Background: an optimization exercise with open tools, aiming at small area. Do not read the settings as production practice. At most, simulation tests tie the RTL to the original design; equivalence was not proved.

==> 05-12: inputs <==
## conv_kern
module conv_kern(
    clk,
    rstn,
    is_last_layer,
    scale,
    bias,
    act_shift,
    bias_shift,
    is_conv3x3,
    vld_i,
    win,
    din,
    acc_o,
    vld_o
);
==> module act_shifter, before the edit <==
module act_shifter(
    input  [26:0] d_in,
    input  [2:0]  n_shift,
    input         is_last_layer,
    output [7:0]  d_out
);
wire [10:0] s1 = n_shift[2] ? d_in[14:4] : d_in[10:0];
wire [8:0]  s2 = n_shift[1] ? s1[10:2]  : s1[8:0];
wire [7:0]  v  = n_shift[0] ? s2[8:1]   : s2[7:0];
wire [6:0] mask = 7'b1111111 << n_shift;
wire       over = (|d_in[25:15]) | (|(d_in[14:8] & mask));
wire neg  = ~is_last_layer & d_in[26];
wire clip = ~is_last_layer & over;
assign d_out = (v | {8{clip}}) & ~{8{neg}};
endmodule
clock: 8.0 ns
lec_check: 0
cap_margin: 20
core_margin: 2
core_utilization: 40
gpl_timing_driven: 0
slew_margin: 20
synth_hierarchical: 1
standard.sh (not shown) runs the stock make flow with config.mk's settings and CLKGATE_MAP_FILE= SYNTH_SCRIPT=/design/flow/synth_recipe.tcl, a recipe that flattens the netlist after the stock synthesis.
==> flow/flow/run.sh <==
#!/bin/bash
# The standard layout (standard.sh) with two changes after synthesis:
# the buffers synthesis put in are removed at floorplan, and every port
# is buffered by a sky130_fd_sc_hd__buf_2 cell.
set -uo pipefail
bash standard.sh synth > synth.log 2>&1 || exit 1
REMOVE_ABC_BUFFERS=1 BUFFER_PORTS_ARGS="-buffer_cell sky130_fd_sc_hd__buf_2" bash standard.sh finish > finish.log 2>&1
==> 01-27: changes against 05-12 <==
--- a/flow/design.v
+++ b/flow/design.v
@@ -8669,12 +8669,27 @@
     output [7:0]  d_out
 );
-wire [10:0] s1 = n_shift[2] ? d_in[14:4] : d_in[10:0];
-wire [8:0]  s2 = n_shift[1] ? s1[10:2]  : s1[8:0];
-wire [7:0]  v  = n_shift[0] ? s2[8:1]   : s2[7:0];
+wire [10:0] s1n;
+wire [8:0]  s2;
+wire [7:0]  vn;
+genvar i;
+generate
+    for (i = 0; i < 11; i = i + 1) begin : g_s1
+        mux2n u_mux (.a(d_in[i]), .b(d_in[i + 4]), .s(n_shift[2]), .y(s1n[i]));
+    end
+    for (i = 0; i < 9; i = i + 1) begin : g_s2
+        mux2n u_mux (.a(s1n[i]), .b(s1n[i + 2]), .s(n_shift[1]), .y(s2[i]));
+    end
+    for (i = 0; i < 8; i = i + 1) begin : g_s3
+        mux2n u_mux (.a(s2[i]), .b(s2[i + 1]), .s(n_shift[0]), .y(vn[i]));
+    end
+endgenerate
 wire [6:0] mask = 7'b1111111 << n_shift;
 wire       over = (|d_in[25:15]) | (|(d_in[14:8] & mask));
 wire neg  = ~is_last_layer & d_in[26];
 wire clip = ~is_last_layer & over;
-assign d_out = (v | {8{clip}}) & ~{8{neg}};
+assign d_out = ~((vn & {8{~clip}}) | {8{neg}});
+endmodule
+module mux2n (input a, input b, input s, output y);
+assign y = ~(s ? b : a);
 endmodule
 module bnorm_quant_act(
==> flow/flow/run.sh (replaced) <==
#!/bin/bash
# The standard layout (standard.sh) with two changes after synthesis:
# the buffers synthesis put in are removed at floorplan, and every port
# is buffered by a sky130_fd_sc_hd__buf_1 cell.
set -uo pipefail
bash standard.sh synth > synth.log 2>&1 || exit 1
REMOVE_ABC_BUFFERS=1 BUFFER_PORTS_ARGS="-buffer_cell sky130_fd_sc_hd__buf_1" bash standard.sh finish > finish.log 2>&1
==> flow_summary.yaml <==
clocking:
  cts.repair.resized: 0
run_status:
  outcome: "finished clean"
setup_path:
  critPathArrivalTime_ns: 8.06
  worstPathRequired_ns: 8.39
drt:
  wl_um: 170000
  first_pass_iters: 14
  drt_iter0_drc: 4559
grt:
  grt_max_degree: 36
sta:
  setup_slack_ns: 0.332
  timing.hold.ws_ns: 0.355
  fin_crit_sh_pct: 95.8
  finClkSkew_ns: 0.0138
synth:
  synth_fa_ha_area_share_pct: 69.9
  synth_simple_gate_area_share_pct: 15.0
placement:
  dp.cells: 5634
final_layout:
  final_area_mm2: 0.0484
die:
  die-area_mm2: 0.116
the above is filed under 05-12

==> flow_summary.yaml <==
die:
  die-area_mm2: 0.116
setup_path:
  worstPathRequired_ns: 8.34
  critPathArrivalTime_ns: 8.01
run_status:
  outcome: "finished clean"
sta:
  setup_slack_ns: 0.335
synth:
  synth_simple_gate_area_share_pct: 15.1
clocking:
  cts.repair.resized: 1
the above is filed under 01-27

No functional check of the RTL was part of 05-12.

==> static timing again, ports no longer ideal <==
Ports are ideal in the flow. The routed layouts listed here were re-timed in OpenROAD. Step 1, drivers: a clkbuf_16 drives clk and a buf_2 each remaining input, both assumed. Step 2 times the ports against the registers' clock, not the clock port: input delays grow and output delays shrink by t, the midpoint of the rising clock arrivals with the driver on. Slacks: no drivers / after step 1 / after step 2; pairs: no drivers / after step 1.
run | t (ns) | slack for setup (ns) | hold slack, ns | slew at the worst register clock pin (ns) | pins driven straight from the clock port
05-12 | 0.519 | 0.332 / 0.365 / -0.154 | 0.355 / 0.355 / 0.355 | 0.07 / 0.07 | 1
01-27 | 0.530 | 0.335 / 0.364 / -0.166 | 0.340 / 0.340 / 0.340 | 0.07 / 0.07 | 1
With both steps, setup timing fails in 05-12 and 01-27, where it was met with ideal ports. The setup slack of 01-27, which loses most, moves by +0.029 ns with the drivers and by -0.501 ns with both steps.
